From an optimization exercise on the open Yosys and OpenROAD flow, aimed at small area, a short achievable clock period and few clock cycles per item; shortcuts taken in it are not production practice. No functional check of the RTL was part of any run shown here.

## design.v

```verilog
module tiny_encryption_algorithm(
    input              clk,         
    input              rst_n,       
    input              key_valid,   
    input              ptxt_valid,  
    input      [63:0]  ptxt,        
    input      [127:0] key,         
    output     [63:0]  ctxt,        
    output reg         ctxt_ready   
);
localparam [31:0] DELTA   = 32'h9e3779b9;
localparam [31:0] SUM_END = 32'hc6ef3720;  
reg         busy;
reg         phase;   
reg [31:0]  sum;
reg [31:0]  a, b;
reg [127:0] k;
wire start = key_valid & ptxt_valid & ~busy;
wire last  = phase & (sum == SUM_END);
function automatic [31:0] add32(input [31:0] x, input [31:0] y);
    reg [31:0] p, gg, pp;
    integer l, i, j;
    begin
        p = x ^ y; gg = x & y; pp = p;
        for (l = 0; l < 5; l = l + 1)
            for (i = 31; i >= 0; i = i - 1)
                if ((i >> l) & 1) begin
                    j = ((i >> l) << l) - 1;
                    gg[i] = gg[i] | (pp[i] & gg[j]);
                    pp[i] = pp[i] & pp[j];
                end
        add32 = p ^ {gg[30:0], 1'b0};
    end
endfunction
wire [31:0] f  = add32(b << 4, k[127:96]) ^ add32(b, sum) ^ add32(b >> 5, k[95:64]);
wire [31:0] op = busy ? a : ptxt[31:0];
wire [31:0] b_next = add32(op, f & {32{busy}});
always @(posedge clk or negedge rst_n) begin
    if (!rst_n) begin
        busy       <= 1'b0;
        ctxt_ready <= 1'b0;
    end else if (busy) begin
        if (last) begin
            busy       <= 1'b0;
            ctxt_ready <= 1'b1;
        end
    end else if (start) begin
        busy       <= 1'b1;
        ctxt_ready <= 1'b0;
    end
end
always @(posedge clk) begin
    if (busy | start) b <= b_next;
    if (busy) begin
        phase <= ~phase;
        if (phase) sum <= sum + DELTA;
        k <= {k[63:0], k[127:64]};
        a <= b;
    end else begin
        phase <= 1'b0;
        sum   <= DELTA;
        k     <= key;
        if (start) a <= ptxt[63:32];
    end
end
assign ctxt = {a, b};
endmodule
```

## flow/run.sh

```bash
#!/bin/bash
set -euo pipefail
args=()
while IFS= read -r line; do
  [[ -z "$line" || "$line" == \#* ]] && continue
  args+=("$line")
done < flow/make_vars.txt
bash standard.sh "${args[@]}" finish > standard_flow.log 2>&1
```

## flow/make_vars.txt

```
BUFFER_PORTS_ARGS=-buffer_cell sky130_fd_sc_hd__buf_1
SETUP_SLACK_MARGIN=6
```

## standard.sh

```bash
#!/bin/bash
# synth_recipe.tcl (not shown) runs the flow's synth.tcl, then flattens the netlist and writes it again
# the make line also repeats each setting of config.mk as NAME=value (left out here)
make -C /OpenROAD-flow-scripts/flow DESIGN_CONFIG=/design/flow/config.mk WORK_HOME=/design/flow/orfs CLKGATE_MAP_FILE= SYNTH_SCRIPT=/design/flow/synth_recipe.tcl "${@:-finish}"
```

## config.mk

```make
export PLATFORM = sky130hd
export DESIGN_NAME = tiny_encryption_algorithm
export DESIGN_NICKNAME = tiny_encryption_algorithm
export VERILOG_FILES = /design/flow/design.v
export SDC_FILE = /design/flow/constraint.sdc
export NUM_CORES = 4
export LEC_CHECK = 0
export ABC_AREA = 1
export CAP_MARGIN = 20
export CORE_MARGIN = 2
export CORE_UTILIZATION = 40
export CTS_BUF_LIST = sky130_fd_sc_hd__clkbuf_4 sky130_fd_sc_hd__clkbuf_8
export SETUP_SLACK_MARGIN = 5
export SLEW_MARGIN = 20
```

## constraint.sdc

```tcl
create_clock -name core_clock -period 9.5 [get_ports {clk}]
set_input_delay 1.9000 -clock core_clock [delete_from_list [all_inputs] [get_ports {clk}]]
set_output_delay 1.9000 -clock core_clock [all_outputs]
set_load 0.01 [all_outputs]
```

==> impl_metrics.ini, run 1 <==
[job]
max_cap_violations = 0

[logic_synthesis]
yosysWarnings = 1
ys_types = 52
async_reset_ff_frac = 0.008811
ys_ff_latch = 227
syn_area_per_cell_um2 = 7.185
synth_fp_nets = 2357
synth-edff-count = 64
synth_area_um2 = 14570
synth.yosys.seq_area_share = 0.3565
yosys_most_used_dff = dfxtp_1
synth_cells = 2028

[drt]
drc_errors = 0
firstDrtPassIters = 6
finalWirelength_mm = 41.98
viasPerCell = 4.786
vias = 13580
wl_per_cell_um = 14.80
ant_nets = 0
drt_iter0_drc = 646

[die]
die_area_um2 = 37970
fp.coreArea_um2 = 35740
rows = 69
ioPinCount = 261
die_w_um = 194.9
initial_core_util = 0.4077
die_y_um = 194.9

[clock_network]
ctsRootBufferMaster = clkbuf_8
clk_pin_slew_ns = 0.07
h-tree-depth = 2
cts_tree = built
ctsHoldBuffers = 0
cts_max_path_buffers = 3
clkSinkCount = 227
cts_inserted_buffers = 43
clock_latency_ns = 0.61

[sta]
worstMarginPinSlew_ns = 1.088
final.min_clock_period_ns = 4.325
fin_worst_skew_ns = 0.04101
drv_slew = 0
finalHoldViolCount = 0
tns_ns = 0
setup_viol = 0
maxSlewHeadroom = 0.2748
fmax_ghz = 0.2312
period_share = 0.4553
rsz0062_at_grt = yes

[worst_setup_path]
crit_fanout = 8
arrival_ns = 4.69
r2r_setup_slack_ns = 5.17
critical_path_buf_inv_count = 1
cpMaxStageDelayCell = edfxtp_1
crit_chain = ha_1 -> a21o_1 -> a21boi_1 -> nand2_2 -> nand2_1 -> nand2_4 -> fa_1 -> xnor2_1 -> o21ai_1 -> a21oi_1 -> ha_1 -> a21o_1 -> a21oi_2 -> o21bai_4 -> a21boi_4 -> o21bai_4 -> buf_4 -> a21oi_1 -> nand2_1 -> xor2_1
crit_type = reg2reg
max_stage_delay_ns = 0.49
end_kind = register
critPathLaunchType = register
crit_family = compound AO/OA/AOI/OAI gates
cp.required_ns = 9.86

[global_route]
grt_overflow = 0
grt_max_degree = 88
grt_pass1_vias = 12910
grt_pass1_wl_mm = 65.63
antenna_found_initial = 0
grt_usage = 0.2152

[finish]
areaGrowthSynthToFinish_pct = 23.20
post_route_cells_drive_above_1_share = 0.1216
fin_nets = 2670
insertedDiodeCount = 0
postLayoutCoreUtil = 0.5022

[placed_design]
dp_hpwl_mm = 30.42
port_buffers = 260
globalplace.congestion = 0.9092

[status]
status = no timing/DRC/antenna violations

[worst_hold_path]
min_path_type = reg2reg
[path summary, 6_finish.rpt]
path / start / endpoint / depth (start not counted)
worst max-delay path: b[10]$_DFFE_PP_ / b[30]$_DFFE_PP_ / 20
worst min-delay path: k[41]$_DFF_P_ / k[105]$_DFF_P_ / 2
worst max register to register: b[10]$_DFFE_PP_ / b[30]$_DFFE_PP_ / 20
worst min register to register: k[41]$_DFF_P_ / k[105]$_DFF_P_ / 2
max in group asynchronous: rst_n / busy$_DFF_PN0_ / 1
min in group asynchronous: rst_n / busy$_DFF_PN0_ / 1
[worst min-delay path, stage by stage, from the launching register on]
cell and delay [ns]:
dfxtp_1 0.30, nand2_1 0.05, nand2_1 0.05
[cell usage in the layout (no fill, tap or decap), types with 10 or more instances in the layout]
cell,instances
xnor2_1,37
nand2_1,817
edfxtp_1,64
a21oi_2,20
a21oi_1,84
fa_2,11
nand2_2,28
clkbuf_8,52
inv_1,184
buf_4,55
ha_1,104
nor2_1,94
o21ai_1,10
a21o_1,12
nor3_1,12
nand3_1,88
clkbuf_4,10
o21ai_0,54
dfxtp_1,161
nand2_4,13
buf_1,260
nand3_2,11
xor2_1,49
[Yosys cell counts, types with 19 or more instances]
cell / number / area [µm²]
nand2_1: 831 / 3119
inv_1: 193 / 724.4
dfxtp_1: 161 / 3223
ha_1: 114 / 1426
a21oi_1: 102 / 510.5
nor2_1: 100 / 375.4
nand3_1: 96 / 480.5
edfxtp_1: 64 / 1922
o21ai_0: 63 / 315.3
xor2_1: 55 / 481.7
xnor2_1: 44 / 385.4
clkbuf_1: 42 / 157.7
nand2_2: 21 / 131.4
fa_1: 19 / 380.4
[area by class of cell]
cell class	count	area [µm²]
inverters	194	738.2
well taps	461	576.8
repair buffers	324	1513
clock buffers	62	790.8
multi-input cells	1551	8961
fillers	3587	17790
flip-flops and latches	227	5199
clock inverters	18	172.7
[logic make-up after synthesis]
family | count (synthesis) | share of synthesized area
AO/OA/AOI/OAI | 213 | 0.08270
multiplexers | 1 | 0.0006870
buffers and inverters | 250 | 0.06578
AND/OR/NAND/NOR | 1104 | 0.3097
XOR/XNOR | 100 | 0.06063
adder cells (fa/ha/maj) | 133 | 0.1240
flip-flops | 227 | 0.3565
[metrics by stage]
step	setup slack [ns]	area [µm²]	cells	hold slack, ns
finish	5.175	17950	2837	0.4040
global route	4.969	17950	2837	0.4199
CTS	5.343	17360	2807	0.4017
detailed placement	4.913	16040	2700	0.4118
global placement	5.021	16040	2700	0.4061
floorplan	5.489	14640	2028	0.4030
[flip-flops by register name, summed over array words and instances, names as in the netlist]
| register | cells |
|---|---|
| phase | 1 |
| b | 32 |
| a | 32 |
| k | 128 |
| busy | 1 |
| ctxt_ready | 1 |
| sum | 32 |
[layer usage]
| metal | track usage | up-vias | wire, µm |
|---|---|---|---|
| met5 | 0 | - | 0 |
| met4 | 0.07492 | 0 | 965 |
| met3 | 0.04234 | 58 | 2559 |
| met2 | 0.3388 | 335 | 18590 |
| met1 | 0.2946 | 6088 | 19870 |
| li1 | - | 7097 | - |
[timing repair]
| action | 4_1_cts | 5_1_grt |
|---|---|---|
| setup buffers | 27 | 29 |
| pin swaps | 26 | 39 |
| endpoints found under the setup margin | 24 | 25 |
| gates resized for setup | 37 | 73 |
| gates cloned | 0 | 1 |
==> run 2, diff against run 1 <==
==> flow/make_vars.txt (replaced) <==
BUFFER_PORTS_ARGS=-buffer_cell sky130_fd_sc_hd__buf_1
--- a/config.mk
+++ b/config.mk
@@ -5,7 +5,7 @@
 export SDC_FILE = /design/flow/constraint.sdc
 export NUM_CORES = 4
 export LEC_CHECK = 0
-export ABC_AREA = 1
+export ABC_AREA = 0
 export CAP_MARGIN = 20
 export CORE_MARGIN = 2
 export CORE_UTILIZATION = 40
==> run 2 against run 1 <==
Still clean on timing, DRC and antenna. Sequential cell count stayed put. Global-route usage is 1.7 points lower. Cell count is 28% lower. Via count is 24% lower. Synthesized area is 6.8% lower. Core utilization is 0.42 points lower. Worst hold slack better by 0.048 ns. First-iteration DRC count is 34% lower. Critical endpoint is now b[27]$_DFFE_PP_. Highest routed layer unchanged.
==> impl_metrics.ini, run 2 <==
[sta]
final.min_clock_period_ns = 5.412
finalHoldViolCount = 0
fmax_ghz = 0.1848
setup_viol = 0
drv_slew = 0
tns_ns = 0
worst_slack_ns = 4.088
worstMarginPinSlew_ns = 1.035
maxSlewHeadroom = 0.3101
rsz0062_at_grt = yes
period_share = 0.5696
fin_worst_skew_ns = 0.01816

[worst_hold_path]
min_path_type = reg2reg
min_path_cells = 1

[worst_setup_path]
critPathLaunchType = register
crit_cells = 24
setup.worst_path.start = b[0]$_DFFE_PP_
crit_type = reg2reg
critical_path_buf_inv_count = 2
crit_chain = ha_2 -> fa_2 -> a21o_1 -> a2111o_1 -> nand3_2 -> o211ai_1 -> a21o_1 -> a21o_1 -> a21o_1 -> xnor2_2 -> xnor2_1 -> and2_4 -> ha_4 -> a21o_1 -> a21o_1 -> a21oi_2 -> o21ai_2 -> o31ai_4 -> a21boi_2 -> o41ai_4 -> buf_4 -> o21bai_4 -> buf_4 -> xor2_1
crit_fanout = 4
r2r_setup_slack_ns = 4.09
crit_top_cell = a21o_1
end_kind = register
reg2regPathDepth = 24
r2r-start = b[0]$_DFFE_PP_
crit_family = compound AO/OA/AOI/OAI gates
max_stage_delay_ns = 0.50
cpMaxStageDelayCell = a2111o_1
rr_endpoint = b[27]$_DFFE_PP_
endpoint = b[27]$_DFFE_PP_
cp.required_ns = 9.81
arrival_ns = 5.72

[finish]
regMostFlops = k
largest_reg_flops = 128
fillers = 3105
fin_nets = 1877
multi_input_area_um2 = 8412
final_cell_mix = buf_1 (260), mux2_2 (190), dfxtp_1 (161), xnor2_1 (145), ha_1 (105)
post_route_cells_drive_above_1_share = 0.2383
layout_commonest_cell = buf_1
regArea_um2 = 5199
postLayoutCoreUtil = 0.4980
insertedDiodeCount = 0
stdcell_area_um2 = 16660
areaGrowthSynthToFinish_pct = 22.72

[placed_design]
globalplace.congestion = 0.8531
place_area_um2 = 15110
dp_slack_ns = 3.558
port_buffers = 260
dp_hpwl_mm = 26.17

[drt]
viasPerCell = 5.062
finalWirelength_mm = 35.85
wl_per_cell_um = 17.66
ant_nets = 0
vias = 10280
firstDrtPassIters = 4
drc_errors = 0
drt_iter0_drc = 425

[logic_synthesis]
post-synth-top-count-cell = mux2_2
ys_ff_latch = 227
syn_area_per_cell_um2 = 11.03
post_synth_xor_area_fraction = 0.1198
ys_top_cells_by_count = mux2_2 (190), dfxtp_1 (161), xnor2_1 (147)
synth_fp_nets = 1560
synth.yosys.seq_area_share = 0.3827
yosys_most_used_dff = dfxtp_1
synthDominantAreaCellType = dfxtp_1
synth_cells = 1231
yosysWarnings = 1
synth-edff-count = 64
ys_types = 59
synth_compound_area_frac = 0.09320
synthTopCellsByArea = dfxtp_1 (24%), mux2_2 (16%), edfxtp_1 (14%)
synth_top_area_frac = 0.2375
synth_area_um2 = 13570
yosys.area_share.simple = 0.09135
async_reset_ff_frac = 0.008811
synth_top_family_by_area = multiplexers
synth-adder-area-share = 0.1331
yosys-mux-area-fraction = 0.1598

[clock_network]
cts_tree = built
clkSinkCount = 227
cts_inserted_buffers = 42
clock_latency_ns = 0.56
cts_max_path_buffers = 3
h-tree-depth = 2
ctsHoldBuffers = 0
ctsRootBufferMaster = clkbuf_8
clk_pin_slew_ns = 0.06

[die]
die_y_um = 188.2
die_w_um = 188.2
ioPinCount = 261
initial_core_util = 0.4058
rows = 67
fp.coreArea_um2 = 33450
die_area_um2 = 35420

[global_route]
grt_overflow = 0
grt_pass1_wl_mm = 55.31
grt_pass1_vias = 10340
grt_max_degree = 141
grt_usage = 0.1985
antenna_found_initial = 0

[status]
status = no timing/DRC/antenna violations

[job]
max_cap_violations = 0
==> run 2: cell type report <==
type                       instances  area share
clock inverter                     8    0.007211
inverter                          40    0.009014
clock buffer                      70     0.05296
tap                              448     0.03365
sequential                       227      0.3121
multi-input combinational        932      0.5050
timing repair buffer             305     0.08007
==> run 2: what timing repair did <==
item                       4_1_cts  5_1_grt
setup endpoints to repair       19       20
pin swaps                       17       18
gates resized for setup         27       18
setup buffers                   35        7
==> run 2: cells by family after synthesis <==
family / count (synthesis)
fa+ha+maj: 133
mux: 193
compound gates: 187
buf+inv: 72
flops: 227
xor+xnor: 181
simple gates: 238
==> run 2: routing by layer <==
layer,global-route usage,wire length (µm),share of wire
met1,0.2741,16960,0.47
met2,0.3151,15980,0.45
met3,0.03986,2121,0.059
met4,0.05724,791,0.022
met5,0,0,0
==> run 2: worst reg2reg max path: stages (launching register included) <==
cell      delay [ns]
edfxtp_1        0.42
ha_2            0.20
fa_2            0.33
a21o_1          0.18
a2111o_1        0.50
nand3_2         0.13
o211ai_1        0.12
a21o_1          0.19
a21o_1          0.17
a21o_1          0.21
xnor2_2         0.15
xnor2_1         0.21
and2_4          0.18
ha_4            0.20
a21o_1          0.16
a21o_1          0.18
a21oi_2         0.16
o21ai_2         0.09
o31ai_4         0.31
a21boi_2        0.13
o41ai_4         0.39
buf_4           0.20
o21bai_4        0.08
buf_4           0.14
xor2_1          0.13
==> run 2: worst min path at each step <==
stage	from	to
after global routing	k[40]$_DFF_P_	k[104]$_DFF_P_
after detailed placement	k[44]$_DFF_P_	k[108]$_DFF_P_
after floorplan	k[63]$_DFF_P_	k[127]$_DFF_P_
after global placement	k[8]$_DFF_P_	k[72]$_DFF_P_
after CTS	k[44]$_DFF_P_	k[108]$_DFF_P_
final	k[55]$_DFF_P_	k[119]$_DFF_P_
==> run 2: through the flow <==
| stage | cells | hold slack [ns] |
|---|---|---|
| after CTS | 2023 | 0.4551 |
| after floorplan | 1231 | 0.4329 |
| after detailed placement | 1910 | 0.4412 |
| final | 2030 | 0.4520 |
| after global routing | 2030 | 0.4625 |
| after global placement | 1910 | 0.4359 |
==> run 3, diff against run 2 <==
--- a/design.v
+++ b/design.v
@@ -10,12 +10,13 @@
 );
 localparam [31:0] DELTA   = 32'h9e3779b9;
 localparam [31:0] SUM_END = 32'hc6ef3720;  
+reg         load;    
 reg         busy;
 reg         phase;   
 reg [31:0]  sum;
 reg [31:0]  a, b;
 reg [127:0] k;
-wire start = key_valid & ptxt_valid & ~busy;
+wire start = key_valid & ptxt_valid & ~busy & ~load;
 wire last  = phase & (sum == SUM_END);
 function automatic [31:0] add32(input [31:0] x, input [31:0] y);
     reg [31:0] p, gg, pp;
@@ -33,24 +34,23 @@
     end
 endfunction
 wire [31:0] f  = add32(b << 4, k[127:96]) ^ add32(b, sum) ^ add32(b >> 5, k[95:64]);
-wire [31:0] op = busy ? a : ptxt[31:0];
+wire [31:0] op = load ? ptxt[31:0] : (busy ? a : b);
 wire [31:0] b_next = add32(op, f & {32{busy}});
 always @(posedge clk or negedge rst_n) begin
     if (!rst_n) begin
+        load       <= 1'b0;
         busy       <= 1'b0;
         ctxt_ready <= 1'b0;
-    end else if (busy) begin
-        if (last) begin
-            busy       <= 1'b0;
-            ctxt_ready <= 1'b1;
-        end
-    end else if (start) begin
-        busy       <= 1'b1;
-        ctxt_ready <= 1'b0;
+    end else begin
+        load <= start;
+        if (load) busy <= 1'b1;
+        else if (busy & last) busy <= 1'b0;
+        if (start) ctxt_ready <= 1'b0;
+        else if (busy & last) ctxt_ready <= 1'b1;
     end
 end
 always @(posedge clk) begin
-    if (busy | start) b <= b_next;
+    b <= b_next;
     if (busy) begin
         phase <= ~phase;
         if (phase) sum <= sum + DELTA;
@@ -60,7 +60,7 @@
         phase <= 1'b0;
         sum   <= DELTA;
         k     <= key;
-        if (start) a <= ptxt[63:32];
+        if (load) a <= ptxt[63:32];
     end
 end
 assign ctxt = {a, b};
--- a/config.mk
+++ b/config.mk
@@ -5,7 +5,7 @@
 export SDC_FILE = /design/flow/constraint.sdc
 export NUM_CORES = 4
 export LEC_CHECK = 0
-export ABC_AREA = 0
+export ABC_AREA = 1
 export CAP_MARGIN = 20
 export CORE_MARGIN = 2
 export CORE_UTILIZATION = 40
==> run 3 against run 2 <==
Critical path type unchanged. Critical endpoint is now b[17]$_DFF_P_. Global-route usage increased by 3.4 points. Wire length increased by 24%.
==> impl_metrics.ini, run 3 <==
[drt]
wl_per_cell_um = 15.86
vias = 13970
drc_errors = 0
finalWirelength_mm = 44.60
ant_nets = 0
firstDrtPassIters = 6
drt_iter0_drc = 1021
viasPerCell = 4.968

[die]
die_y_um = 194.1
fp.coreArea_um2 = 35570
rows = 69
die_area_um2 = 37690
ioPinCount = 261
initial_core_util = 0.4065
die_w_um = 194.1

[sta]
fin_worst_skew_ns = 0.03701
period_share = 0.4491
finalHoldViolCount = 0
drv_slew = 0
final.min_clock_period_ns = 4.266
maxSlewHeadroom = 0.3495
worstMarginPinSlew_ns = 0.9757
rsz0062_at_grt = yes
tns_ns = 0
setup_viol = 0
fmax_ghz = 0.2344

[finish]
fin_nets = 2649
final_cell_mix = nand2_1 (766), buf_1 (260), inv_1 (186), dfxtp_1 (175), a21oi_1 (160)
largest_reg_flops = 128
post_route_cells_drive_above_1_share = 0.07018
layout_commonest_cell = nand2_1
areaGrowthSynthToFinish_pct = 17.11
regMostFlops = k
postLayoutCoreUtil = 0.4761
insertedDiodeCount = 0

[worst_setup_path]
rr_endpoint = b[17]$_DFF_P_
r2r_setup_slack_ns = 5.23
cp.required_ns = 9.98
crit_fanout = 15
arrival_ns = 4.75
reg2regPathDepth = 21
critPathLaunchType = register
crit_type = reg2reg
crit_chain = ha_1 -> inv_1 -> fa_1 -> nand3b_1 -> nand2_1 -> inv_1 -> fa_1 -> xor2_1 -> xor2_1 -> nor2_1 -> ha_1 -> a21oi_1 -> nand2_2 -> nand3_1 -> nand2_1 -> a21oi_2 -> inv_2 -> nand2_2 -> nand2_4 -> fa_1 -> xor2_1
max_stage_delay_ns = 0.41
end_kind = register
r2r-start = b[5]$_DFF_P_
cpMaxStageDelayCell = fa_1

[global_route]
antenna_found_initial = 0
grt_pass1_vias = 13150
grt_overflow = 0
grt_pass1_wl_mm = 69.90
grt_max_degree = 98
grt_usage = 0.2323

[worst_hold_path]
min_to = k[113]$_DFF_P_
min_path_type = reg2reg
min_path_cells = 2
hold_start = k[49]$_DFF_P_

[logic_synthesis]
synth_cells = 2063
ys_top_cells_by_count = nand2_1 (767), dfxtp_1 (193), inv_1 (186)
post-synth-top-count-cell = nand2_1
yosys_most_used_dff = dfxtp_1
synthTopCellsByArea = dfxtp_1 (27%), nand2_1 (20%), ha_1 (9.9%)
ys_ff_latch = 228
synthDominantAreaCellType = dfxtp_1
synth.yosys.seq_area_share = 0.3388
yosysWarnings = 1
ys_types = 49
synth-edff-count = 32
synth_fp_nets = 2392
syn_area_per_cell_um2 = 7.009
async_reset_ff_frac = 0.01316
synth_top_area_frac = 0.2672
synth_area_um2 = 14460

[placed_design]
globalplace.congestion = 0.8913
dp_hpwl_mm = 33.68
port_buffers = 260

[clock_network]
cts_max_path_buffers = 3
clock_latency_ns = 0.60
ctsRootBufferMaster = clkbuf_8
cts_inserted_buffers = 43
clk_pin_slew_ns = 0.06
clkSinkCount = 228
cts_tree = built
ctsHoldBuffers = 0
h-tree-depth = 2

[status]
status = no timing/DRC/antenna violations

[job]
max_cap_violations = 0
[run 3: cell count changes after synthesis, moves of 38 or more]
cell and delta:
a21oi_1 +102, and2_1 -38, nand2_1 +705, mux2_2 -190, nor2_1 +97, xnor2_1 -102, inv_1 +146, o21ai_0 +45
nand3_1 +69
[run 3: cell type report]
cell class                 count  area, µm²
fill                        3683      18640
multi-input combinational   1583       8701
sequential                   228       4928
timing repair buffer         274       1085
clock buffer                  64      805.8
inverter                     190      720.7
tap                          461      576.8
clock inverter                12      116.4
[run 3: kinds of logic (layout without fill, tap and decap cells)]
kind of cell    after synthesis  in the layout  share of synthesized area
flops                       228            228                     0.3388
fa+ha+maj                   133            133                     0.1249
xor+xnor                    103            103                    0.06239
buf+inv                     252            540                    0.06619
compound gates              284            284                     0.1091
simple gates               1063           1063                     0.2985
[run 3: metal layers]
metal	up-vias	share of wire	wire length [µm]	track usage
met4	0	0.022	982	0.06874
li1	7139	-	-	-
met5	-	0	0	0
met3	67	0.077	3417	0.05149
met1	6324	0.48	21330	0.3317
met2	439	0.42	18870	0.3491
[run 3: repair_timing]
action                                  4_1_cts  5_1_grt
resized for setup                             3       38
endpoints found under the setup margin        2       15
setup buffers                                 0        6
pin swaps                                     0        9
gates cloned                                  0        0
[run 3: worst max-delay path, delay by kind of cell (launching register included)]
family          cells  cell delay [ns]
compound gates      2             0.42
xor+xnor            3             0.62
fa+ha+maj           5             1.68
buf+inv             3             0.19
flops               1             0.39
simple gates        8             0.85
[run 3: metrics by stage]
step / instances / setup WS, ns / cell area (µm²) / hold WS, ns
5_1_grt: 2812 / 4.941 / 16930 / 0.4084
6_report: 2812 / 5.234 / 16930 / 0.3880
3_5_place_dp: 2730 / 5.002 / 15840 / 0.4087
2_1_floorplan: 2063 / 5.467 / 14460 / 0.4030
3_3_place_gp: 2730 / 5.056 / 15840 / 0.4061
4_1_cts: 2806 / 5.017 / 16770 / 0.3849
[run 3: worst max-delay path by stage]
stage | startpoint | to | slack (ns) | cells past startpoint
2_1_floorplan | ptxt[0] | b[16]$_DFF_P_ | 5.47 | 16
3_3_place_gp | ptxt[0] | b[16]$_DFF_P_ | 5.06 | 16
3_5_place_dp | b[0]$_DFF_P_ | b[31]$_DFF_P_ | 5.00 | 24
4_1_cts | b[0]$_DFF_P_ | b[27]$_DFF_P_ | 5.02 | 19
5_1_grt | b[14]$_DFF_P_ | b[31]$_DFF_P_ | 4.94 | 20
6_report | b[5]$_DFF_P_ | b[17]$_DFF_P_ | 5.23 | 21
==> run 4, diff against run 3 <==
--- a/design.v
+++ b/design.v
@@ -19,17 +19,18 @@
 wire start = key_valid & ptxt_valid & ~busy & ~load;
 wire last  = phase & (sum == SUM_END);
 function automatic [31:0] add32(input [31:0] x, input [31:0] y);
-    reg [31:0] p, gg, pp;
-    integer l, i, j;
+    reg [31:0] p, gg, pp, g2, p2;
+    integer l, i;
     begin
         p = x ^ y; gg = x & y; pp = p;
-        for (l = 0; l < 5; l = l + 1)
-            for (i = 31; i >= 0; i = i - 1)
-                if ((i >> l) & 1) begin
-                    j = ((i >> l) << l) - 1;
-                    gg[i] = gg[i] | (pp[i] & gg[j]);
-                    pp[i] = pp[i] & pp[j];
-                end
+        for (l = 0; l < 5; l = l + 1) begin
+            g2 = gg; p2 = pp;
+            for (i = (1 << l); i < 32; i = i + 1) begin
+                g2[i] = gg[i] | (pp[i] & gg[i - (1 << l)]);
+                p2[i] = pp[i] & pp[i - (1 << l)];
+            end
+            gg = g2; pp = p2;
+        end
         add32 = p ^ {gg[30:0], 1'b0};
     end
 endfunction
==> run 4 against run 3 <==
Still clean on timing, DRC and antenna. Synthesized area increased by 12%. Sequential share of layout area decreased by 2.8 points. Sequential cell count unchanged. Non-clock buffer count decreased by 3. Worst setup slack improved by 0.014 ns. Global-route usage increased by 4.3 points. Core utilization decreased by 0.63 points. Register-to-register slack about the same. Count of clock-buffer cells in the layout increased by 5. Critical path depth decreased by 1. Synthesized cell count increased by 18%. Critical path type unchanged.
==> impl_metrics.ini, run 4 <==
[sta]
rsz0062_at_grt = yes
worstMarginPinSlew_ns = 0.7791
maxSlewHeadroom = 0.4806
final.min_clock_period_ns = 4.252
setup_viol = 0
period_share = 0.4476
worst_slack_ns = 5.248
tns_ns = 0
fin_worst_skew_ns = 0.03162
drv_slew = 0
fmax_ghz = 0.2352
finalHoldViolCount = 0

[placed_design]
globalplace.congestion = 0.9630
placed_cells_incl_taps = 3170
dp_slack_ns = 5.141
dp_hpwl_mm = 46.15
port_buffers = 260

[global_route]
grt_max_degree = 93
grt_pass1_wl_mm = 89.04
grt_pass1_vias = 16140
antenna_found_initial = 0
grt_overflow = 0
grt_usage = 0.2755

[logic_synthesis]
synthDominantAreaCellType = dfxtp_1
synthTopCellsByArea = dfxtp_1 (24%), nand2_1 (21%), ha_1 (9.2%)
post-synth-top-count-cell = nand2_1
ys_top_cells_by_count = nand2_1 (891), a21oi_1 (222), nor2_1 (209)
ys_ff_latch = 228
yosysWarnings = 1
synth_cells = 2439
async_reset_ff_frac = 0.01316
ys_types = 59
synth_area_um2 = 16130
synth.yosys.seq_area_share = 0.3038
synth_fp_nets = 2757
syn_area_per_cell_um2 = 6.614
synth_top_area_frac = 0.2395
synth-edff-count = 32
yosys_most_used_dff = dfxtp_1

[die]
ioPinCount = 261
die_w_um = 204.8
die_area_um2 = 41950
initial_core_util = 0.4060
rows = 73
die_y_um = 204.8
fp.coreArea_um2 = 39730

[worst_setup_path]
crit_type = reg2reg
critical_path_buf_inv_count = 1
end_kind = register
cpMaxStageDelayCell = fa_1
crit_chain = ha_1 -> fa_1 -> nand2_1 -> nand2_1 -> o21ai_2 -> o21ai_4 -> nand3_1 -> nand2_2 -> xnor2_1 -> o21ai_0 -> a21oi_1 -> ha_1 -> a21o_1 -> a31oi_1 -> nand3_1 -> a21oi_1 -> inv_1 -> a21oi_1 -> o21ai_1 -> xor2_1
critPathLaunchType = register
arrival_ns = 4.74
cp.required_ns = 9.99
max_stage_delay_ns = 0.40
crit_fanout = 5
crit_family = compound AO/OA/AOI/OAI gates
r2r_setup_slack_ns = 5.25
crit_top_cell = a21oi_1

[drt]
drc_errors = 0
ant_nets = 0
finalWirelength_mm = 57.86
drt_iter0_drc = 1235
wl_per_cell_um = 17.78
viasPerCell = 5.174
vias = 16840
firstDrtPassIters = 5

[clock_network]
ctsHoldBuffers = 0
clkSinkCount = 228
clk_pin_slew_ns = 0.06
cts_inserted_buffers = 44
clock_latency_ns = 0.61
cts_tree = built
cts_max_path_buffers = 3
ctsRootBufferMaster = clkbuf_8
h-tree-depth = 2

[finish]
areaGrowthSynthToFinish_pct = 15.72
fin_nets = 3011
insertedDiodeCount = 0
final_cell_mix = nand2_1 (891), buf_1 (260), a21oi_1 (221), nor2_1 (209), dfxtp_1 (192)
stdcell_count = 3254
post_route_cells_drive_above_1_share = 0.06083
regMostFlops = k
postLayoutCoreUtil = 0.4698
layout_commonest_cell = nand2_1
largest_reg_flops = 128

[status]
status = no timing/DRC/antenna violations

[job]
max_cap_violations = 0

[worst_hold_path]
min_path_type = reg2reg
## run 4: per-layer routing
metal	GRT usage	part of all wire	vias up	wire length (µm)
met5	0	0	-	0
met4	0.08282	0.025	0	1419
met3	0.03659	0.061	77	3522
met2	0.4350	0.44	526	25700
met1	0.3892	0.47	7773	27220
li1	-	-	8460	-
## run 4: final timing paths
path,startpoint,end,cells past startpoint
min in group asynchronous,rst_n,ctxt_ready$_DFFE_PN0P_,1
min,k[20]$_DFF_P_,k[84]$_DFF_P_,2
max in group asynchronous,rst_n,busy$_DFFE_PN0P_,1
min reg2reg,k[20]$_DFF_P_,k[84]$_DFF_P_,2
max reg2reg,b[0]$_DFF_P_,b[21]$_DFF_P_,20
max,b[0]$_DFF_P_,b[21]$_DFF_P_,20
## run 4: cells by family (layout without fill, tap and decap cells)
family	count (synthesis)	count (layout)	share of synthesized area
xor gates and xnor gates	123	123	0.06679
AOI/OAI and AO/OA	416	416	0.1486
adders and majority gates	122	122	0.09649
and+or+nand+nor	1294	1294	0.3240
DFF	228	228	0.3038
buffers and inverters	256	546	0.06035
## run 4: what timing repair did
action	4_1_cts	5_1_grt
buffers inserted	0	2
gates resized for setup	0	6
endpoints found under the setup margin	0	5
## run 4: stage by stage
stage               hold slack (ns)  cell area (µm²)
global route                 0.4348            18670
detailed placement           0.4114            17590
finish                       0.4190            18670
CTS                          0.4172            18630
global placement             0.4061            17590
floorplan                    0.4030            16130
## run 4: cell type report
class,count,area [µm²]
sequential,228,4905
timing repair buffer,271,1062
multi-input combinational,1955,10280
fill,4259,21070
tap,525,656.9
clock inverter,13,168.9
clock buffer,69,868.3
inverter,193,729.5
## run 4: worst reg2reg max path, cell delays in order (launching register included)
cell	delay (ns)
dfxtp_1	0.38
ha_1	0.26
fa_1	0.40
nand2_1	0.09
nand2_1	0.06
o21ai_2	0.11
o21ai_4	0.10
nand3_1	0.10
nand2_2	0.09
xnor2_1	0.36
o21ai_0	0.13
a21oi_1	0.16
ha_1	0.31
a21o_1	0.21
a31oi_1	0.19
nand3_1	0.27
a21oi_1	0.28
inv_1	0.09
a21oi_1	0.28
o21ai_1	0.12
xor2_1	0.16
==> run 5, diff against run 4 <==
==> design.v (replaced) <==
module tiny_encryption_algorithm(
    input              clk,         
    input              rst_n,       
    input              key_valid,   
    input              ptxt_valid,  
    input      [63:0]  ptxt,        
    input      [127:0] key,         
    output     [63:0]  ctxt,        
    output reg         ctxt_ready   
);
localparam [31:0] DELTA   = 32'h9e3779b9;
localparam [31:0] SUM_END = 32'hc6ef3720;  
reg         busy;
reg         phase;   
reg [31:0]  sum;
reg [31:0]  a, b;
reg [127:0] k;
wire start = key_valid & ptxt_valid & ~busy;
wire last  = phase & (sum == SUM_END);
function automatic [31:0] add32(input [31:0] x, input [31:0] y);
    reg [31:0] p, gg, pp;
    integer l, i;
    begin
        p = x ^ y; gg = x & y; pp = p;
        for (l = 0; l < 5; l = l + 1)
            for (i = (2 << l) - 1; i < 32; i = i + (2 << l)) begin
                gg[i] = gg[i] | (pp[i] & gg[i - (1 << l)]);
                pp[i] = pp[i] & pp[i - (1 << l)];
            end
        for (l = 3; l >= 0; l = l - 1)
            for (i = 3 * (1 << l) - 1; i < 32; i = i + (2 << l)) begin
                gg[i] = gg[i] | (pp[i] & gg[i - (1 << l)]);
                pp[i] = pp[i] & pp[i - (1 << l)];
            end
        add32 = p ^ {gg[30:0], 1'b0};
    end
endfunction
wire [31:0] f  = add32(b << 4, k[127:96]) ^ add32(b, sum) ^ add32(b >> 5, k[95:64]);
wire [31:0] op = busy ? a : ptxt[31:0];
wire [31:0] b_next = add32(op, f & {32{busy}});
always @(posedge clk or negedge rst_n) begin
    if (!rst_n) begin
        busy       <= 1'b0;
        ctxt_ready <= 1'b0;
    end else if (busy) begin
        if (last) begin
            busy       <= 1'b0;
            ctxt_ready <= 1'b1;
        end
    end else if (start) begin
        busy       <= 1'b1;
        ctxt_ready <= 1'b0;
    end
end
always @(posedge clk) begin
    if (busy | start) b <= b_next;
    if (busy) begin
        phase <= ~phase;
        if (phase) sum <= sum + DELTA;
        k <= {k[63:0], k[127:64]};
        a <= b;
    end else begin
        phase <= 1'b0;
        sum   <= DELTA;
        k     <= key;
        if (start) a <= ptxt[63:32];
    end
end
assign ctxt = {a, b};
endmodule
==> run.sh (new file) <==
#!/bin/bash
# synth_recipe.tcl (not shown) runs the flow's synth.tcl, then flattens the netlist and writes it again
# the make line also repeats each setting of config.mk as NAME=value (left out here)
make -C /OpenROAD-flow-scripts/flow DESIGN_CONFIG=/design/flow/config.mk WORK_HOME=/design/flow/orfs CLKGATE_MAP_FILE= SYNTH_SCRIPT=/design/flow/synth_recipe.tcl finish
--- a/config.mk
+++ b/config.mk
@@ -9,6 +9,5 @@
 export CAP_MARGIN = 20
 export CORE_MARGIN = 2
 export CORE_UTILIZATION = 40
-export CTS_BUF_LIST = sky130_fd_sc_hd__clkbuf_4 sky130_fd_sc_hd__clkbuf_8
 export SETUP_SLACK_MARGIN = 5
 export SLEW_MARGIN = 20
removed: flow/run.sh
removed: flow/make_vars.txt
removed: standard.sh
==> run 5 against run 4 <==
Synthesized area shrank 10%. Count of clock-buffer cells in the layout decreased by 34. Non-clock buffer count increased by 42. Worst hold slack improved by 0.0021 ns. Critical path type unchanged.
==> impl_metrics.ini, run 5 <==
[status]
status = no timing/DRC/antenna violations

[sta]
period_share = 0.5109
maxSlewHeadroom = 0.4321
worstMarginPinSlew_ns = 0.8519
drv_slew = 0
final.min_clock_period_ns = 4.854
setup_viol = 0
fmax_ghz = 0.2060
rsz0062_at_grt = yes
tns_ns = 0
fin_worst_skew_ns = 0.01443
finalHoldViolCount = 0
hold_ws_ns = 0.4211

[finish]
post_route_cells_drive_above_1_share = 0.1240
largest_reg_flops = 128
final_cell_mix = nand2_1 (653), clkdlybuf4s50_1 (260), dfxtp_1 (159), inv_1 (142), ha_1 (106)
areaGrowthSynthToFinish_pct = 33.61
fillers = 3369
regMostFlops = k
fin_nets = 2492
layout_commonest_cell = nand2_1
multi_input_area_um2 = 8860
regArea_um2 = 5201

[worst_hold_path]
min_to = k[79]$_DFF_P_
min_path_cells = 2
min_path_type = reg2reg
hold_start = k[15]$_DFF_P_

[drt]
wl_per_cell_um = 16.20
vias = 12830
ant_nets = 0
drt_iter0_drc = 846
firstDrtPassIters = 5
drc_errors = 0
viasPerCell = 4.917
finalWirelength_mm = 42.28

[logic_synthesis]
syn_area_per_cell_um2 = 7.911
synth_cells = 1835
ys_ff_latch = 227
post-synth-top-count-cell = nand2_1
synth.yosys.seq_area_share = 0.3579
yosys_most_used_dff = dfxtp_1
synthDominantAreaCellType = dfxtp_1
synth_area_um2 = 14520
synth_top_area_frac = 0.2220
synthTopCellsByArea = dfxtp_1 (22%), nand2_1 (17%), edfxtp_1 (13%)
synth_fp_nets = 2204
ys_top_cells_by_count = nand2_1 (671), dfxtp_1 (161), inv_1 (154)
synth-edff-count = 64
ys_types = 50
yosysWarnings = 1
async_reset_ff_frac = 0.008811

[worst_setup_path]
crit_type = reg2reg
crit_family = adder cells
critical_path_buf_inv_count = 5
rr_endpoint = b[31]$_DFFE_PP_
cp.required_ns = 9.81
end_kind = register
reg2regPathDepth = 31
cpMaxStageDelayCell = fa_2
arrival_ns = 5.17
r2r-start = b[5]$_DFFE_PP_
r2r_setup_slack_ns = 4.65
crit_fanout = 3
critPathLaunchType = register
crit_top_cell = nand2_2
max_stage_delay_ns = 0.54

[clock_network]
cts_max_path_buffers = 3
cts_inserted_buffers = 29
cts_tree = built
ctsHoldBuffers = 0
clkSinkCount = 227
clk_pin_slew_ns = 0.06
clock_latency_ns = 0.56
ctsRootBufferMaster = clkbuf_16
h-tree-depth = 1

[die]
ioPinCount = 261
fp.coreArea_um2 = 35660
die_w_um = 194.5
die_area_um2 = 37830
rows = 69
die_y_um = 194.5
initial_core_util = 0.4071

[global_route]
grt_max_degree = 154
grt_pass1_wl_mm = 65.74
antenna_found_initial = 2
grt_overflow = 0
grt_pass1_vias = 12400
grt_usage = 0.2160

[placed_design]
port_buffers = 260
globalplace.congestion = 0.8771
dp_hpwl_mm = 31.52

[job]
max_cap_violations = 0
-- run 5: changes by cell type after synthesis, sizes merged, moves of 29 or more --
cell	before	now
nand2	907	691
a21oi	235	75
nor2	217	92
fa	4	60
nand3	107	66
dfxtp	193	161
edfxtp	32	64
inv	192	163
-- run 5: stage by stage --
stage / util / setup slack (ns) / instances / area (µm²)
after floorplan: - / 5.001 / 1835 / 14540
after global placement: 0.4911 / 4.126 / 2505 / 17510
after detailed placement: 0.4911 / 4.087 / 2505 / 17510
after CTS: 0.5296 / 4.717 / 2579 / 18880
after global routing: 0.5439 / 4.412 / 2608 / 19390
final: 0.5440 / 4.646 / 2609 / 19390
-- run 5: layout make-up --
type | instances | share of cell area
tap | 461 | 0.02974
inverter | 164 | 0.03251
multi-input combinational | 1388 | 0.4568
clock inverter | 19 | 0.01548
timing repair buffer | 313 | 0.1553
antenna | 2 | 0.0002580
clock buffer | 35 | 0.04174
sequential | 227 | 0.2682
-- run 5: repair_timing --
action / 4_1_cts / 5_1_grt
cloned: 0 / 0
gates resized for setup: 37 / 66
buffers inserted: 20 / 28
pin swaps: 33 / 53
setup endpoints to repair: 18 / 20
-- run 5: routing by layer --
metal / vias to the layer above / global-route usage / wire (µm) / part of all wire
met5: - / 0 / 0 / 0
met4: 0 / 0.05983 / 946 / 0.022
met3: 55 / 0.02811 / 1919 / 0.045
met2: 300 / 0.3503 / 19450 / 0.46
met1: 5992 / 0.3026 / 19960 / 0.47
li1: 6482 / - / - / -
-- run 5: how the worst max path moves through the flow --
stage	startpoint	end	slack, ns	depth (start not counted)
2_1_floorplan	b[5]$_DFFE_PP_	b[31]$_DFFE_PP_	5.00	31
3_3_place_gp	ptxt[0]	b[31]$_DFFE_PP_	4.13	23
3_5_place_dp	ptxt[0]	b[31]$_DFFE_PP_	4.09	23
4_1_cts	b[0]$_DFFE_PP_	b[31]$_DFFE_PP_	4.72	31
5_1_grt	b[5]$_DFFE_PP_	b[31]$_DFFE_PP_	4.41	32
6_report	b[5]$_DFFE_PP_	b[31]$_DFFE_PP_	4.65	31
-- run 5: cell families after synthesis --
logic type               synth area share
XOR/XNOR                          0.06275
adder cells (fa/ha/maj)            0.1801
AO/OA/AOI/OAI                     0.08283
AND/OR/NAND/NOR                    0.2543
buffers and inverters             0.06076
multiplexers                     0.001379
flip-flops                         0.3579
-- run 5: worst min-delay path: cells and delay by family, from the launching register on --
family,cells,cell delay [ns]
simple gates,2,0.09
flops,1,0.30
==> run 6, diff against run 5 <==
==> design.v (replaced) <==
module tiny_encryption_algorithm(
    input              clk,         
    input              rst_n,       
    input              key_valid,   
    input              ptxt_valid,  
    input      [63:0]  ptxt,        
    input      [127:0] key,         
    output     [63:0]  ctxt,        
    output reg         ctxt_ready   
);
localparam [31:0] DELTA   = 32'h9e3779b9;
localparam [31:0] SUM_END = 32'hc6ef3720;  
reg         load;    
reg         busy;
reg         idle;    
reg         hold;    
reg         phase;   
reg [31:0]  sum;
reg [31:0]  a, b;
reg [127:0] k;
wire start = key_valid & ptxt_valid & ~busy & ~load;
wire last  = phase & (sum == SUM_END);
function automatic [31:0] add32(input [31:0] x, input [31:0] y);
    reg [31:0] p, gg, pp;
    integer l, i, j;
    begin
        p = x ^ y; gg = x & y; pp = p;
        for (l = 0; l < 5; l = l + 1)
            for (i = 31; i >= 0; i = i - 1)
                if ((i >> l) & 1) begin
                    j = ((i >> l) << l) - 1;
                    gg[i] = gg[i] | (pp[i] & gg[j]);
                    pp[i] = pp[i] & pp[j];
                end
        add32 = p ^ {gg[30:0], 1'b0};
    end
endfunction
wire [31:0] f  = add32(b << 4, k[127:96]) ^ add32(b, sum) ^ add32(b >> 5, k[95:64]);
wire [31:0] op = ({32{load}} & ptxt[31:0]) | ({32{busy}} & a) | ({32{hold}} & b);
wire [31:0] b_next = add32(op, f & {32{busy}});
always @(posedge clk or negedge rst_n) begin
    if (!rst_n) begin
        load       <= 1'b0;
        busy       <= 1'b0;
        ctxt_ready <= 1'b0;
    end else begin
        load <= start;
        busy <= busy_next;
        if (start) ctxt_ready <= 1'b0;
        else if (busy & last) ctxt_ready <= 1'b1;
    end
end
wire busy_next = load | (busy & ~last);
always @(posedge clk) begin
    idle <= ~busy_next;
    hold <= ~busy_next & ~start;
    b <= b_next;
    k <= ({128{busy}} & {k[63:0], k[127:64]}) | ({128{idle}} & key);
    if (busy | load) a <= ({32{busy}} & b) | ({32{load}} & ptxt[63:32]);
    if (busy) begin
        phase <= ~phase;
        if (phase) sum <= sum + DELTA;
    end else begin
        phase <= 1'b0;
        sum   <= DELTA;
    end
end
assign ctxt = {a, b};
endmodule
==> flow/run.sh (new file) <==
#!/bin/bash
set -euo pipefail
args=()
while IFS= read -r line; do
  [[ -z "$line" || "$line" == \#* ]] && continue
  args+=("$line")
done < flow/make_vars.txt
bash standard.sh "${args[@]}" finish > standard_flow.log 2>&1
==> flow/make_vars.txt (new file) <==
BUFFER_PORTS_ARGS=-buffer_cell sky130_fd_sc_hd__buf_1
==> standard.sh (new file) <==
#!/bin/bash
# synth_recipe.tcl (not shown) runs the flow's synth.tcl, then flattens the netlist and writes it again
# the make line also repeats each setting of config.mk as NAME=value (left out here)
make -C /OpenROAD-flow-scripts/flow DESIGN_CONFIG=/design/flow/config.mk WORK_HOME=/design/flow/orfs CLKGATE_MAP_FILE= SYNTH_SCRIPT=/design/flow/synth_recipe.tcl "${@:-finish}"
--- a/config.mk
+++ b/config.mk
@@ -9,5 +9,8 @@
 export CAP_MARGIN = 20
 export CORE_MARGIN = 2
 export CORE_UTILIZATION = 40
+export CTS_BUF_LIST = sky130_fd_sc_hd__clkbuf_8
+export CTS_CLUSTER_DIAMETER = 60
+export CTS_CLUSTER_SIZE = 12
 export SETUP_SLACK_MARGIN = 5
 export SLEW_MARGIN = 20
removed: run.sh
==> run 6 against run 5 <==
Clock skew up 0.013 ns. Wire length decreased by 1.7%. Worst setup slack improved by 0.57 ns. Synthesized area decreased by 2.0%. Design area fell by 15%. Maximum frequency rose by 13%. Sequential share of layout area rose by 3.5 points.
==> impl_metrics.ini, run 6 <==
[die]
fp.coreArea_um2 = 35310
die_w_um = 192.6
initial_core_util = 0.4031
die_area_um2 = 37110
die_y_um = 192.6
ioPinCount = 261
rows = 69

[worst_setup_path]
cpMaxStageDelayCell = fa_2
r2r-start = b[0]$_DFF_P_
crit_fanout = 8
crit_family = adder cells
critPathLaunchType = register
critical_path_buf_inv_count = 1
crit_top_cell = nand2_1
end_kind = register
crit_type = reg2reg
cp.required_ns = 10.01
max_stage_delay_ns = 0.38
r2r_setup_slack_ns = 5.21
rr_endpoint = b[25]$_DFF_P_
reg2regPathDepth = 25
arrival_ns = 4.80

[worst_hold_path]
min_path_type = reg2reg
hold_start = k[42]$_DFF_P_
min_to = k[106]$_DFF_P_
min_path_cells = 1

[sta]
maxSlewHeadroom = 0.3651
rsz0062_at_grt = yes
tns_ns = 0
final.min_clock_period_ns = 4.289
worstMarginPinSlew_ns = 0.9524
setup_viol = 0
drv_slew = 0
fmax_ghz = 0.2332
period_share = 0.4514
fin_worst_skew_ns = 0.02707
finalHoldViolCount = 0

[logic_synthesis]
yosys-mux-area-fraction = 0
synth.yosys.seq_area_share = 0.3471
post-synth-top-count-cell = nand2_1
async_reset_ff_frac = 0.01304
yosysWarnings = 1
synth_top_family_by_area = simple AND/OR/NAND/NOR gates
syn_area_per_cell_um2 = 7.938
synthTopCellsByArea = dfxtp_1 (27%), nand2_1 (11%), ha_1 (10%)
synth-adder-area-share = 0.1269
ys_ff_latch = 230
synth_area_um2 = 14230
synth-edff-count = 32
synth_cells = 1793
ys_top_cells_by_count = nand2_1 (410), dfxtp_1 (195), inv_1 (188)
synthDominantAreaCellType = dfxtp_1
yosys.area_share.simple = 0.2189
post_synth_xor_area_fraction = 0.06426
synth_fp_nets = 2122
ys_types = 55
yosys_most_used_dff = dfxtp_1
synth_compound_area_frac = 0.1726
synth_top_area_frac = 0.2743

[status]
status = no timing/DRC/antenna violations

[placed_design]
place_area_um2 = 15580
placed_cells_incl_taps = 2464
dp_hpwl_mm = 31.43
port_buffers = 260
globalplace.congestion = 0.8725

[global_route]
antenna_found_initial = 0
grt_max_degree = 84
grt_overflow = 0
grt_usage = 0.2211
grt_pass1_wl_mm = 64.43
grt_pass1_vias = 12150

[drt]
drc_errors = 0
drt_iter0_drc = 727
vias = 13010
finalWirelength_mm = 41.58
ant_nets = 0
wl_per_cell_um = 16.47
firstDrtPassIters = 5
viasPerCell = 5.153

[clock_network]
ctsRootBufferMaster = clkbuf_8
ctsHoldBuffers = 0
clk_pin_slew_ns = 0.09
clkSinkCount = 230
cts_max_path_buffers = 3
h-tree-depth = 1
clock_latency_ns = 0.63
cts_inserted_buffers = 31
cts_tree = built

[finish]
areaGrowthSynthToFinish_pct = 15.31
postLayoutCoreUtil = 0.4648
fin_nets = 2370
post_route_cells_drive_above_1_share = 0.07174
stdcell_count = 2524
stdcell_area_um2 = 16410
largest_reg_flops = 128
insertedDiodeCount = 0
layout_commonest_cell = nand2_1
regMostFlops = k
final_cell_mix = nand2_1 (408), buf_1 (260), inv_1 (194), dfxtp_1 (183), a22o_1 (141)

[job]
max_cap_violations = 0
run 6: changes by cell type after synthesis, moves of 12 or more:
cell and change:
nand2_1 -261, a22o_1 +141, nand3_1 +62, fa_1 -41
dfxtp_1 +34, inv_1 +34, a21oi_1 +33, edfxtp_1 -32
nor2_1 +26, o21ai_0 -23, buf_2 -12
run 6: layout make-up:
class	count	area, µm²
clock inverter	22	231.5
sequential	230	4967
timing repair buffer	273	1074
multi-input combinational	1312	8383
inverter	193	724.4
tap	461	576.8
fill	3552	18900
clock buffer	33	454.2
run 6: per-stage QoR:
step,hold slack [ns],worst slack (ns)
2_1_floorplan,0.4331,5.386
3_3_place_gp,0.4370,5.018
3_5_place_dp,0.4399,4.992
4_1_cts,0.4506,5.015
5_1_grt,0.4644,4.928
6_report,0.4434,5.211
run 6: layer usage:
metal | routed length [µm] | up-vias | track usage
met3 | 2477 | 71 | 0.03783
li1 | - | 6543 | -
met1 | 19870 | 6050 | 0.3174
met2 | 18320 | 343 | 0.3438
met5 | 0 | - | 0
met4 | 913 | 0 | 0.05285
run 6: how the worst max path moves through the flow:
stage | from | end | slack, ns | cells past startpoint
2_1_floorplan | ptxt[0] | b[17]$_DFF_P_ | 5.39 | 16
3_3_place_gp | ptxt[0] | b[17]$_DFF_P_ | 5.02 | 16
3_5_place_dp | ptxt[0] | b[17]$_DFF_P_ | 4.99 | 16
4_1_cts | b[6]$_DFF_P_ | b[17]$_DFF_P_ | 5.02 | 20
5_1_grt | b[10]$_DFF_P_ | b[30]$_DFF_P_ | 4.93 | 22
6_report | b[0]$_DFF_P_ | b[25]$_DFF_P_ | 5.21 | 25
run 6: kinds of logic (layout without fill, tap and decap cells):
kind of cell | Yosys count | in the layout
compound gates | 358 | 358
xor+xnor | 102 | 102
fa+ha+maj | 133 | 133
buf+inv | 251 | 521
flops | 230 | 230
simple gates | 719 | 719
run 6: timing repair:
action / CTS / global route
setup buffers: 0 / 5
gates cloned: 0 / 0
resized for setup: 1 / 36
pin swaps: 0 / 11
setup endpoints to repair: 2 / 15
==> run 7, diff against run 6 <==
--- a/design.v
+++ b/design.v
@@ -21,18 +21,34 @@
 wire start = key_valid & ptxt_valid & ~busy & ~load;
 wire last  = phase & (sum == SUM_END);
 function automatic [31:0] add32(input [31:0] x, input [31:0] y);
-    reg [31:0] p, gg, pp;
+    reg [31:0] p, g, c;
+    reg [31:0] g2, p2;    
+    reg [15:0] gg, pp;    
     integer l, i, j;
     begin
-        p = x ^ y; gg = x & y; pp = p;
-        for (l = 0; l < 5; l = l + 1)
-            for (i = 31; i >= 0; i = i - 1)
+        p = x ^ y; g = x & y;
+        g2[0] = g[0]; p2[0] = p[0];
+        for (i = 1; i < 32; i = i + 1) begin
+            g2[i] = g[i] | (p[i] & g[i-1]);
+            p2[i] = p[i] & p[i-1];
+        end
+        for (i = 0; i < 16; i = i + 1) begin
+            gg[i] = g2[2*i+1]; pp[i] = p2[2*i+1];
+        end
+        for (l = 0; l < 4; l = l + 1)
+            for (i = 15; i >= 0; i = i - 1)
                 if ((i >> l) & 1) begin
                     j = ((i >> l) << l) - 1;
                     gg[i] = gg[i] | (pp[i] & gg[j]);
                     pp[i] = pp[i] & pp[j];
                 end
-        add32 = p ^ {gg[30:0], 1'b0};
+        c[0] = 1'b0;
+        c[1] = g[0];
+        for (i = 1; i < 16; i = i + 1) begin
+            c[2*i] = gg[i-1];
+            c[2*i+1] = g2[2*i] | (p2[2*i] & gg[i-1]);
+        end
+        add32 = p ^ c;
     end
 endfunction
 wire [31:0] f  = add32(b << 4, k[127:96]) ^ add32(b, sum) ^ add32(b >> 5, k[95:64]);
--- a/config.mk
+++ b/config.mk
@@ -9,8 +9,6 @@
 export CAP_MARGIN = 20
 export CORE_MARGIN = 2
 export CORE_UTILIZATION = 40
-export CTS_BUF_LIST = sky130_fd_sc_hd__clkbuf_8
-export CTS_CLUSTER_DIAMETER = 60
-export CTS_CLUSTER_SIZE = 12
+export CTS_BUF_LIST = sky130_fd_sc_hd__clkbuf_4 sky130_fd_sc_hd__clkbuf_8
 export SETUP_SLACK_MARGIN = 5
 export SLEW_MARGIN = 20
==> run 7 against run 6 <==
Sequential share of layout area down 0.32 points. Global-route usage about the same. Design area up 0.94%. Die area down 1.4%. Synthesized cell count down 3.6%. First-iteration DRC count up 21%. Synthesized area down 1.5%. Count of clock-buffer cells in the layout up 30.
==> impl_metrics.ini, run 7 <==
[placed_design]
port_buffers = 260
dp_slack_ns = 4.774
dp_hpwl_mm = 30.36
globalplace.congestion = 0.8702

[die]
die_area_um2 = 36570
rows = 68
fp.coreArea_um2 = 34540
ioPinCount = 261
die_y_um = 191.2
die_w_um = 191.2
initial_core_util = 0.4060

[status]
status = no timing/DRC/antenna violations

[logic_synthesis]
synth_compound_area_frac = 0.1944
post-synth-top-count-cell = nand2_1
synthDominantAreaCellType = dfxtp_1
post_synth_xor_area_fraction = 0.08182
synth-adder-area-share = 0.1110
synth.yosys.seq_area_share = 0.3522
syn_area_per_cell_um2 = 8.111
yosys_most_used_dff = dfxtp_1
synth_area_um2 = 14020
async_reset_ff_frac = 0.01304
ys_types = 53
ys_top_cells_by_count = nand2_1 (382), dfxtp_1 (195), a22o_1 (150)
yosys-mux-area-fraction = 0
ys_ff_latch = 230
yosysWarnings = 1
synth_top_area_frac = 0.2784
synth-edff-count = 32
synth_fp_nets = 2047
yosys.area_share.simple = 0.2074
synth_top_family_by_area = simple AND/OR/NAND/NOR gates
synthTopCellsByArea = dfxtp_1 (28%), ha_1 (11%), nand2_1 (10%)
synth_cells = 1729

[sta]
maxSlewHeadroom = 0.4397
hold_ws_ns = 0.4517
period_share = 0.4484
fin_worst_skew_ns = 0.02652
worst_slack_ns = 5.240
drv_slew = 0
tns_ns = 0
rsz0062_at_grt = yes
fmax_ghz = 0.2347
finalHoldViolCount = 0
setup_viol = 0
final.min_clock_period_ns = 4.260
worstMarginPinSlew_ns = 0.8404

[finish]
post_route_cells_drive_above_1_share = 0.09887
fin_nets = 2316
regMostFlops = k
layout_commonest_cell = nand2_1
insertedDiodeCount = 0
areaGrowthSynthToFinish_pct = 18.12
final_cell_mix = nand2_1 (375), buf_1 (260), dfxtp_1 (188), a22o_1 (150), inv_1 (132)
largest_reg_flops = 128

[worst_setup_path]
critPathLaunchType = register
arrival_ns = 4.73
cpMaxStageDelayCell = fa_1
crit_top_cell = nand2_1
crit_family = simple AND/OR/NAND/NOR gates
crit_fanout = 6
cp.required_ns = 9.97
crit_type = reg2reg
critical_path_buf_inv_count = 2
end_kind = register
max_stage_delay_ns = 0.42

[clock_network]
clk_pin_slew_ns = 0.06
clkSinkCount = 230
ctsRootBufferMaster = clkbuf_8
cts_inserted_buffers = 44
cts_tree = built
clock_latency_ns = 0.57
h-tree-depth = 2
cts_max_path_buffers = 3
ctsHoldBuffers = 0

[drt]
firstDrtPassIters = 5
vias = 12850
drc_errors = 0
viasPerCell = 5.165
wl_per_cell_um = 16.71
drt_iter0_drc = 878
finalWirelength_mm = 41.57
ant_nets = 0

[global_route]
grt_pass1_vias = 12000
grt_max_degree = 159
grt_pass1_wl_mm = 63.75
antenna_found_initial = 0
grt_usage = 0.2215
grt_overflow = 0

[worst_hold_path]
min_path_type = reg2reg

[job]
max_cap_violations = 0
-- run 7: cell count changes in the layout (fill, tap and decap cells not counted), moves of 8 or more --
cell and change:
a22o_1 +9, o21ai_0 -11, o21ai_2 +9, nor2_1 -32, a21oi_1 +21, fa_1 -14, nor3_1 +8, clkbuf_8 +17
inv_1 -62, clkbuf_4 +13, nand2_1 -33, clkinv_2 +8, xor2_1 +30
-- run 7: worst reg2reg max path, delay by kind of cell (launching register included) --
| kind | cells | cell delay, ns |
|---|---|---|
| adder cells (fa/ha/maj) | 3 | 0.98 |
| AO/OA/AOI/OAI | 4 | 0.59 |
| AND/OR/NAND/NOR | 18 | 1.99 |
| flip-flops | 1 | 0.36 |
| buffers and inverters | 2 | 0.26 |
-- run 7: stage by stage --
stage                     utilization  std cells  instance area [µm²]
after floorplan                     -       1729                14020
after global placement         0.4462       2393                15410
after detailed placement       0.4462       2393                15410
after CTS                      0.4733       2474                16350
after global routing           0.4795       2488                16560
final                          0.4795       2488                16560
-- run 7: logic make-up after synthesis --
family / Yosys count
fa+ha+maj: 122
simple gates: 661
buf+inv: 195
compound gates: 390
xor+xnor: 131
flops: 230
-- run 7: area by class of cell --
cell class | instances | area [µm²]
fill | 3522 | 17980
multi-input combinational | 1304 | 8446
sequential | 230 | 4961
timing repair buffer | 281 | 1146
clock buffer | 63 | 785.8
tap | 455 | 569.3
inverter | 137 | 514.2
clock inverter | 18 | 142.6
-- run 7: layer usage --
layer  part of all wire  global-route usage  up-vias
met5                  0                   0        -
met4              0.021             0.06361        0
met3              0.054             0.03507       49
met2               0.45              0.3539      335
met1               0.47              0.3078     5948
li1                   -                   -     6518
-- run 7: repair_timing --
action,in CTS,in global routing
setup buffers,0,14
gates cloned,0,0
setup endpoints to repair,6,15
gates resized for setup,2,35
pin swaps,0,15
-- run 7: path summary, 6_finish.rpt --
| path | startpoint | endpoint | slack, ns | cells past startpoint |
|---|---|---|---|---|
| worst max-delay path | b[0]$_DFF_P_ | b[27]$_DFF_P_ | 5.24 | 27 |
| worst min-delay path | k[34]$_DFF_P_ | k[98]$_DFF_P_ | 0.45 | 1 |
| worst max register to register | b[0]$_DFF_P_ | b[27]$_DFF_P_ | 5.24 | 27 |
| worst min register to register | k[34]$_DFF_P_ | k[98]$_DFF_P_ | 0.45 | 1 |
| max in group asynchronous | rst_n | busy$_DFF_PN0_ | 8.16 | 1 |
| min in group asynchronous | rst_n | busy$_DFF_PN0_ | 1.15 | 1 |

-- re-timing with driven ports --
How much do the figures lean on ideal ports? The routed layouts below were timed once more, with nothing changed but the port constraints. Step 1 sets driving cells, clkbuf_16 on the clock port and buf_2 on the other inputs (assumed; they add their load-dependent delay and slew). Step 2 times the ports against the registers' clock, not the clock port: input delays grow and output delays shrink by t, the midpoint of the rising clock arrivals with the driver on. a / b / c = ideal ports / drivers / drivers and shift; a / b = the first two.
run	t (ns)	setup slack, ns	latest minus earliest clock arrival (ns)	pins driven straight from the clock port
run 1	0.635	5.175 / 5.175 / 5.141	0.041 / 0.041	1
run 2	0.602	4.088 / 4.088 / 4.088	0.018 / 0.018	1
run 3	0.629	5.234 / 5.234 / 5.122	0.041 / 0.040	1
run 4	0.644	5.248 / 5.248 / 5.167	0.031 / 0.032	1
run 5	0.601	4.646 / 4.646 / 4.308	0.017 / 0.017	1
run 6	0.663	5.211 / 5.211 / 5.057	0.028 / 0.029	1
run 7	0.607	5.240 / 5.240 / 5.004	0.028 / 0.028	1
After both steps setup and hold are still met in every run listed. For run 5, which loses most, drivers alone change the setup slack by 0.000 ns; drivers and shift together by -0.338 ns.
